This is an optimization exercise on Yosys and OpenROAD, whose aim is small area, a short achievable clock period and few clock cycles per item, not a production implementation. Where RTL was checked, it was by simulation tests only, not by an equivalence proof against the original. Power and IR drop assume default switching activity.

==> build 3: inputs <==
==> flow/design.v <==
`timescale 1 ns / 1 ps
`default_nettype none
module arbiter
(
	input  wire          axis_aclk,
	input  wire          axis_aresetn,
	input  wire [31 : 0] s0a_axis_tdata,
	input  wire  		 s0a_axis_tvalid,
	output wire  		 s0a_axis_tready,
	input  wire  		 s0a_axis_tlast,
	input  wire [31 : 0] s0b_axis_tdata,
	input  wire          s0b_axis_tvalid,
	output wire          s0b_axis_tready,
	input  wire          s0b_axis_tlast,
	output wire [31 : 0] m0k_axis_tdata,
	output wire          m0k_axis_tvalid,
	input wire           m0k_axis_tready,
	output wire          m0k_axis_tlast,
    output wire          m0k_axis_a,
    output wire          m0k_axis_b
);
reg ga, gb;
reg lock;
wire sel_valid = gb ? s0b_axis_tvalid : s0a_axis_tvalid;
wire sel_last  = gb ? s0b_axis_tlast  : s0a_axis_tlast;
wire oth_valid = gb ? s0a_axis_tvalid : s0b_axis_tvalid;
wire take      = sel_valid & m0k_axis_tready;
wire flip = take ? (sel_last & oth_valid) : (~lock & ~sel_valid);
always @(posedge axis_aclk or negedge axis_aresetn)
    if (~axis_aresetn) lock <= 1'b0;
    else if (take) lock <= ~sel_last;
always @(posedge axis_aclk or negedge axis_aresetn)
    if (~axis_aresetn) ga <= 1'b1;
    else if (flip) ga <= ~ga;
always @(posedge axis_aclk or negedge axis_aresetn)
    if (~axis_aresetn) gb <= 1'b0;
    else if (flip) gb <= ~gb;
assign m0k_axis_tvalid = (ga & s0a_axis_tvalid) | (gb & s0b_axis_tvalid);
assign m0k_axis_tdata  = ({32{ga}} & s0a_axis_tdata) | ({32{gb}} & s0b_axis_tdata);
assign m0k_axis_tlast  = (ga & s0a_axis_tlast) | (gb & s0b_axis_tlast);
assign m0k_axis_a      = ga;
assign m0k_axis_b      = gb;
assign s0a_axis_tready = m0k_axis_tready & ~gb;
assign s0b_axis_tready = m0k_axis_tready & gb;
endmodule
`default_nettype wire
==> flow/flow/run.sh <==
#!/bin/bash
set -euo pipefail
bash standard.sh BUFFER_PORTS_ARGS="-buffer_cell sky130_fd_sc_hd__buf_1" finish > standard.log 2>&1
==> flow/standard.sh <==
#!/bin/bash
# synth_recipe.tcl (not shown) runs the flow's synth.tcl, then flattens the netlist and writes it again
# the make line also repeats each setting of config.mk as NAME=value (left out here)
make -C /OpenROAD-flow-scripts/flow DESIGN_CONFIG=/design/flow/config.mk WORK_HOME=/design/flow/orfs CLKGATE_MAP_FILE= SYNTH_SCRIPT=/design/flow/synth_recipe.tcl "${@:-finish}"
==> flow/config.mk <==
export PLATFORM = sky130hd
export DESIGN_NAME = arbiter
export DESIGN_NICKNAME = arbiter
export VERILOG_FILES = /design/flow/design.v
export SDC_FILE = /design/flow/constraint.sdc
export NUM_CORES = 4
export LEC_CHECK = 0
export CAP_MARGIN = 20
export CORE_AREA = 2.3 2.72 67.62 65.28
export CTS_CLUSTER_DIAMETER = 100
export CTS_CLUSTER_SIZE = 30
export DIE_AREA = 0 0 70 68
export SETUP_SLACK_MARGIN = 1.8
export SLEW_MARGIN = 20
==> flow/constraint.sdc <==
create_clock -name core_clock -period 4.0 [get_ports {axis_aclk}]
set_input_delay 0.8000 -clock core_clock [delete_from_list [all_inputs] [get_ports {axis_aclk}]]
set_output_delay 0.8000 -clock core_clock [all_outputs]
set_load 0.01 [all_outputs]
==> inputs of trial 39, as changes to build 3 <==
==> flow/design.v (replaced) <==
`timescale 1 ns / 1 ps
`default_nettype none
module arbiter
(
	input  wire          axis_aclk,
	input  wire          axis_aresetn,
	input  wire [31 : 0] s0a_axis_tdata,
	input  wire  		 s0a_axis_tvalid,
	output wire  		 s0a_axis_tready,
	input  wire  		 s0a_axis_tlast,
	input  wire [31 : 0] s0b_axis_tdata,
	input  wire          s0b_axis_tvalid,
	output wire          s0b_axis_tready,
	input  wire          s0b_axis_tlast,
	output wire [31 : 0] m0k_axis_tdata,
	output wire          m0k_axis_tvalid,
	input wire           m0k_axis_tready,
	output wire          m0k_axis_tlast,
    output wire          m0k_axis_a,
    output wire          m0k_axis_b
);
reg arb;
reg lock;
wire sel_valid = arb ? s0b_axis_tvalid : s0a_axis_tvalid;
wire sel_last  = arb ? s0b_axis_tlast  : s0a_axis_tlast;
wire oth_valid = arb ? s0a_axis_tvalid : s0b_axis_tvalid;
wire take      = sel_valid & m0k_axis_tready;
always @(posedge axis_aclk or negedge axis_aresetn)
    if (~axis_aresetn) lock <= 1'b0;
    else if (take) lock <= ~sel_last;
always @(posedge axis_aclk or negedge axis_aresetn)
    if (~axis_aresetn) arb <= 1'b0;
    else if (take ? (sel_last & oth_valid) : (~lock & ~sel_valid)) arb <= ~arb;
assign m0k_axis_tvalid = sel_valid;
assign m0k_axis_tdata  = arb ? s0b_axis_tdata : s0a_axis_tdata;
assign m0k_axis_tlast  = sel_last;
assign m0k_axis_a      = ~arb;
assign m0k_axis_b      = arb;
assign s0a_axis_tready = m0k_axis_tready & ~arb;
assign s0b_axis_tready = m0k_axis_tready & arb;
endmodule
`default_nettype wire
==> flow/run.sh (new file) <==
#!/bin/bash
# synth_recipe.tcl (not shown) runs the flow's synth.tcl, then flattens the netlist and writes it again
# the make line also repeats each setting of config.mk as NAME=value (left out here)
make -C /OpenROAD-flow-scripts/flow DESIGN_CONFIG=/design/flow/config.mk WORK_HOME=/design/flow/orfs CLKGATE_MAP_FILE= SYNTH_SCRIPT=/design/flow/synth_recipe.tcl finish
- CORE_AREA: 2.3 2.72 67.62 65.28 -> unset
- CORE_MARGIN: unset -> 2
- CORE_UTILIZATION: unset -> 40
- CTS_CLUSTER_DIAMETER: 100 -> unset
- CTS_CLUSTER_SIZE: 30 -> unset
- DIE_AREA: 0 0 70 68 -> unset
- SETUP_SLACK_MARGIN: 1.8 -> unset
removed: flow/flow/run.sh
removed: flow/standard.sh
==> results.cfg <==
[outcome]
status = finished clean

[final_layout]
top_regs = ga x1, gb x1, lock x1
syn_to_final_growth_pct = 108
post-route-util_pct = 25.6

[critical_path]
cpPeakStageDelay_ps = 570

[clock_tree]
insertion_delay_ps = 210

[logic_synthesis]
yosys-top-cells-area = a22o_1 59%, dfrtp_1 10%, dfstp_2 5.2%

[floorplanning]
fp.dieW_um = 70
die_area_sq_um = 4760

[global_routing]
gr-usage-met1_pct = 11.8
[end of results for build 3]
==> results.cfg <==
[outcome]
error_line = [ERROR GPL-0301] Utilization 138.537 % exceeds 100%.
status = did not finish
haltStage = 3_3_place_gp

[logic_synthesis]
syn_inst = 51
yosys-top-cells-area = mux2_1 52%, mux2_2 14%, dfrtp_1 9.2%

[floorplanning]
fp.dieW_um = 40.9
[end of results for trial 39]
Testbench counts of trial 39, summed over its fixed seeds: cycles 32,092, items 24,069.
Function not checked in build 3: the RTL went through the layout flow alone.

---

==> inputs of build 42 <==
Another version of the RTL of arbiter (not shown whole).
==> module eb15_ctrl, before the edit <==
module eb15_ctrl #(
    parameter S0 = 5'b1_0_10_0,
    parameter S1 = 5'b1_1_01_0,
    parameter S2 = 5'b0_1_00_0,
    parameter S3 = 5'b1_1_10_1,
    parameter S4 = 5'b0_1_00_1
) (
    input  s_valid,
    output s_ready,
    output m_valid,
    input  m_ready,
    output en0, en1, sel,
    input  clk, reset_n
);
reg [4:0] state, state_nxt;
always @(posedge clk or negedge reset_n)
    if (~reset_n) state <= S0;
    else          state <= state_nxt;
always @*
    casez({state, s_valid, m_ready})
        {S0, 2'b1?} : state_nxt = S1;
        {S1, 2'b01} : state_nxt = S0;
        {S1, 2'b10} : state_nxt = S2;
        {S1, 2'b11} : state_nxt = S3;
        {S2, 2'b?1} : state_nxt = S3;
        {S3, 2'b01} : state_nxt = S0;
        {S3, 2'b10} : state_nxt = S4;
        {S3, 2'b11} : state_nxt = S1;
        {S4, 2'b?1} : state_nxt = S1;
        default       state_nxt = state;
    endcase
assign s_ready = state[4];
assign m_valid = state[3];
assign en0     = state[2] & s_valid;
assign en1     = state[1] & s_valid;
assign sel     = state[0];
endmodule
==> module elbuf_ctrl, before the edit <==
module elbuf_ctrl (
    input   wire           clk,
    input   wire           reset_n,
    input   wire           s0_valid,
    output  wire           s0_ready,
    output  wire           m0_valid,
    input   wire           m0_ready,
    output  wire           en0_0,
    output  wire           en0_1,
    output  wire           sel0
);
wire             req0, ack0, ack0_0, req0_0;
assign req0 = s0_valid;
assign s0_ready = ack0;
wire ack0m, req0m;
eb15_ctrl u_eb15_ctrl(
	.s_valid (req0 ),
    .s_ready (ack0 ),
    .m_valid (req0m ),
    .m_ready (ack0m ),
    .en0     (en0_0 ),
    .en1     (en0_1 ),
    .sel     (sel0  ),
    .clk     (clk   ),
    .reset_n (reset_n )
);
assign req0_0 = req0m;
assign ack0m = ack0_0;
assign m0_valid = req0_0;
assign ack0_0 = m0_ready;
endmodule  
==> module elbuf, before the edit <==
module elbuf (
    input              clk,
    input              reset_n,
    input       [32:0] s0_data,
    input              s0_valid,
    output             s0_ready,
    output      [32:0] m0_data,
    output             m0_valid,
    input              m0_ready
);
wire      [32:0] dat0, dat0_nxt;
assign dat0_nxt = s0_data; 
assign m0_data = dat0; 
wire en0_0, en0_1, sel0;
reg [32:0] dat0_r0, dat0_r1;
always @(posedge clk) if (en0_0) dat0_r0 <= dat0_nxt;
always @(posedge clk) if (en0_1) dat0_r1 <= dat0_nxt;
assign dat0 = sel0 ? dat0_r1 : dat0_r0;
elbuf_ctrl u_elbuf_ctrl(
	.clk      (clk      ),
    .reset_n  (reset_n  ),
    .s0_valid (s0_valid ),
    .s0_ready (s0_ready ),
    .m0_valid (m0_valid ),
    .m0_ready (m0_ready ),
    .en0_0    (en0_0    ),
    .en0_1    (en0_1    ),
    .sel0     (sel0     )
);
endmodule
==> module arbiter, before the edit <==
module arbiter
(
	input  wire          axis_aclk,
	input  wire          axis_aresetn,
	input  wire [31 : 0] s0a_axis_tdata,
	input  wire  		 s0a_axis_tvalid,
	output wire  		 s0a_axis_tready,
	input  wire  		 s0a_axis_tlast,
	input  wire [31 : 0] s0b_axis_tdata,
	input  wire          s0b_axis_tvalid,
	output wire          s0b_axis_tready,
	input  wire          s0b_axis_tlast,
	output wire [31 : 0] m0k_axis_tdata,
	output wire          m0k_axis_tvalid,
	input wire           m0k_axis_tready,
	output wire          m0k_axis_tlast,
    output wire          m0k_axis_a,
    output wire          m0k_axis_b
);
reg arb;
wire [31:0] dat0, dat1;
wire dat0_last, dat1_last;
wire ack0, req0;
wire ack1, req1;
wire s_ready;
elbuf u_elbuf0(
	.clk      (axis_aclk       ),
    .reset_n  (axis_aresetn    ),
    .s0_data  ({s0a_axis_tlast, s0a_axis_tdata}),
    .s0_valid (s0a_axis_tvalid ),
    .s0_ready (s0a_axis_tready ),
    .m0_data ({dat0_last, dat0}),
    .m0_valid (req0),
    .m0_ready (ack0)
);
elbuf u_elbuf1(
	.clk      (axis_aclk       ),
    .reset_n  (axis_aresetn    ),
    .s0_data  ({s0b_axis_tlast, s0b_axis_tdata}),
    .s0_valid (s0b_axis_tvalid ),
    .s0_ready (s0b_axis_tready ),
    .m0_data ({dat1_last, dat1}),
    .m0_valid (req1),
    .m0_ready (ack1)
);
wire [31:0] dat0_nxt;
wire dat0_nlast, dat0_nreq;
assign dat0_nxt = (arb) ? dat1 : dat0;
assign dat0_nlast = (arb) ? dat1_last: dat0_last;
assign dat0_nreq = (arb) ? req1 : req0;
assign {ack1, ack0} = (arb) ? {s_ready, 1'b0} : {1'b0, s_ready};
wire m_valid, en0_0, en0_1, sel0;
eb15_ctrl u_eb15_ctrl(
    .s_valid (dat0_nreq      ),
    .s_ready (s_ready        ),
    .m_valid (m_valid        ),
    .m_ready (m0k_axis_tready),
    .en0     (en0_0          ),
    .en1     (en0_1          ),
    .sel     (sel0           ),
    .clk     (axis_aclk      ),
    .reset_n (axis_aresetn   )
);
wire take = dat0_nreq & s_ready;
reg  lock;
always @(posedge axis_aclk or negedge axis_aresetn)
    if (~axis_aresetn) lock <= 1'b0;
    else if (take) lock <= ~dat0_nlast;
always @(posedge axis_aclk or negedge axis_aresetn)
    if (~axis_aresetn) arb <= 1'b0;
    else if (take ? dat0_nlast : (~lock & ~dat0_nreq)) arb <= ~arb;
reg [33:0] dat0_r0, dat0_r1;
wire [33:0] dat0_r;
always @(posedge axis_aclk) if (en0_0) dat0_r0 <= {arb, dat0_nlast, dat0_nxt};
always @(posedge axis_aclk) if (en0_1) dat0_r1 <= {arb, dat0_nlast, dat0_nxt};
assign dat0_r = sel0 ? dat0_r1 : dat0_r0;
assign m0k_axis_tvalid = m_valid;
assign m0k_axis_tdata = dat0_r[31:0];
assign m0k_axis_tlast = dat0_r[32];
assign m0k_axis_a = ~dat0_r[33];
assign m0k_axis_b = dat0_r[33];
endmodule
export LEC_CHECK = 0
export CAP_MARGIN = 20
export CORE_MARGIN = 2
export CORE_UTILIZATION = 40
export SLEW_MARGIN = 20
create_clock -name core_clock -period 4.0 [get_ports {axis_aclk}]
run.sh (not shown) runs the stock make flow with config.mk's settings and CLKGATE_MAP_FILE= SYNTH_SCRIPT=/design/flow/synth_recipe.tcl, a recipe that flattens the netlist after the stock synthesis.
==> inputs of trial 3, as changes to build 42 <==
==> flow/design.v (replaced) <==
`timescale 1 ns / 1 ps
`default_nettype none
module arbiter
(
	input  wire          axis_aclk,
	input  wire          axis_aresetn,
	input  wire [31 : 0] s0a_axis_tdata,
	input  wire  		 s0a_axis_tvalid,
	output wire  		 s0a_axis_tready,
	input  wire  		 s0a_axis_tlast,
	input  wire [31 : 0] s0b_axis_tdata,
	input  wire          s0b_axis_tvalid,
	output wire          s0b_axis_tready,
	input  wire          s0b_axis_tlast,
	output wire [31 : 0] m0k_axis_tdata,
	output wire          m0k_axis_tvalid,
	input wire           m0k_axis_tready,
	output wire          m0k_axis_tlast,
    output wire          m0k_axis_a,
    output wire          m0k_axis_b
);
reg ga, gb;
reg lock;
wire sel_valid = gb ? s0b_axis_tvalid : s0a_axis_tvalid;
wire sel_last  = gb ? s0b_axis_tlast  : s0a_axis_tlast;
wire oth_valid = gb ? s0a_axis_tvalid : s0b_axis_tvalid;
wire take      = sel_valid & m0k_axis_tready;
wire flip = take ? (sel_last & oth_valid) : (~lock & ~sel_valid);
always @(posedge axis_aclk or negedge axis_aresetn)
    if (~axis_aresetn) lock <= 1'b0;
    else if (take) lock <= ~sel_last;
always @(posedge axis_aclk or negedge axis_aresetn)
    if (~axis_aresetn) ga <= 1'b1;
    else if (flip) ga <= ~ga;
always @(posedge axis_aclk or negedge axis_aresetn)
    if (~axis_aresetn) gb <= 1'b0;
    else if (flip) gb <= ~gb;
assign m0k_axis_tvalid = (ga & s0a_axis_tvalid) | (gb & s0b_axis_tvalid);
assign m0k_axis_tdata  = ({32{ga}} & s0a_axis_tdata) | ({32{gb}} & s0b_axis_tdata);
assign m0k_axis_tlast  = (ga & s0a_axis_tlast) | (gb & s0b_axis_tlast);
assign m0k_axis_a      = ga;
assign m0k_axis_b      = gb;
assign s0a_axis_tready = m0k_axis_tready & ~gb;
assign s0b_axis_tready = m0k_axis_tready & gb;
endmodule
`default_nettype wire
==> flow/flow/run.sh (new file) <==
#!/bin/bash
set -euo pipefail
bash standard.sh \
  BUFFER_PORTS_ARGS="-buffer_cell sky130_fd_sc_hd__buf_1" \
  CTS_ARGS="-buf_list sky130_fd_sc_hd__clkbuf_2 -root_buf sky130_fd_sc_hd__clkbuf_2 -dont_use_dummy_load -repair_clock_nets" \
  finish > standard.log 2>&1
==> flow/standard.sh (new file) <==
#!/bin/bash
# synth_recipe.tcl (not shown) runs the flow's synth.tcl, then flattens the netlist and writes it again
# the make line also repeats each setting of config.mk as NAME=value (left out here)
make -C /OpenROAD-flow-scripts/flow DESIGN_CONFIG=/design/flow/config.mk WORK_HOME=/design/flow/orfs CLKGATE_MAP_FILE= SYNTH_SCRIPT=/design/flow/synth_recipe.tcl "${@:-finish}"
Settings changed: CORE_AREA from default to 2.3 2.72 67.62 65.28, CORE_MARGIN 2 to default, CORE_UTILIZATION 40 to default, DIE_AREA from default to 0 0 70 68, SETUP_SLACK_MARGIN from default to 1.8.
removed: flow/run.sh
==> qor summary <==
| item | build 42 | trial 3 |
|---|---|---|
| Clock network power share | 40.9% | 4.9% |
| Top layer in use | met4 | met3 |
| Internal power | 3.65 mW | 342 uW |
| Cell at the root of the clock tree | sky130_fd_sc_hd__clkbuf_16 | sky130_fd_sc_hd__clkbuf_2 |
| Run status | finished clean | finished clean |
| Total number of vias | 4770 | 961 |
| Num tapcells | 275 | 50 |
| Most common cell after layout, fill and taps aside | sky130_fd_sc_hd__edfxtp_1 | sky130_fd_sc_hd__buf_1 |
| FFs w/ async S/R, synth | 7.83% | 100% |
| Row count | 53 | 23 |
| Part of the Yosys area used for sequential elements | 74.5% | 15.2% |
| Synth-to-layout area growth | 22.5% | 102% |
| Multiplexer share of the synthesized area | 9.01% | 6.47% |
| Reg2Reg Setup Slack | 1650 ps | 2440 ps |
| Detailed Route Iter0 Violations | 361 | 12 |
| Met1 routed wirelength after detailed routing | 6730 um | 1070 um |
| Synthesized-area fraction occupied by xor and xnor cells | 0.304% | 1.74% |
| Final-layout clock-cell area share | 6.19% | 1.48% |
| Worst Hold Margin | 508 ps | 396 ps |
| DRT Wirelength | 17100 um | 2690 um |
| Ratio of cells with drive above 1 in the final layout | 14.2% | 5.45% |
No functional check of the RTL was part of any run of this note.

[static timing again, ports no longer ideal]
The flow's constraints put no driver on any port. The routed layouts listed below were extracted and timed again, unchanged, in two steps. Step 1: set_driving_cell puts a clkbuf_16 on axis_aclk and a buf_2 on each other input, an assumption about the parent block. Step 2 moves the port delays by t, midway between the first and last clock arrival at a register: inputs arrive t later, outputs are due t later. That takes back most of the time a late clock gives input paths. Three values: ideal, step 1, step 2; two values: the first two.
| run | t, ns | setup WS [ns] | worst setup path at the end | latest minus earliest clock arrival (ns) | worst data-port slew with drivers (ns) |
|---|---|---|---|---|---|
| build 3 | 0.231 | 1.874 / 1.855 / 1.913 | input to output | 0.002 / 0.002 | 0.05 |
| build 42 | 0.537 | 0.768 / 0.729 / 1.266 | register to output | 0.008 / 0.008 | 0.06 |
| trial 3 | 0.210 | 1.900 / 1.884 / 1.915 | input to output | 0.011 / 0.011 | 0.04 |
After both steps setup and hold are still met in every run listed.
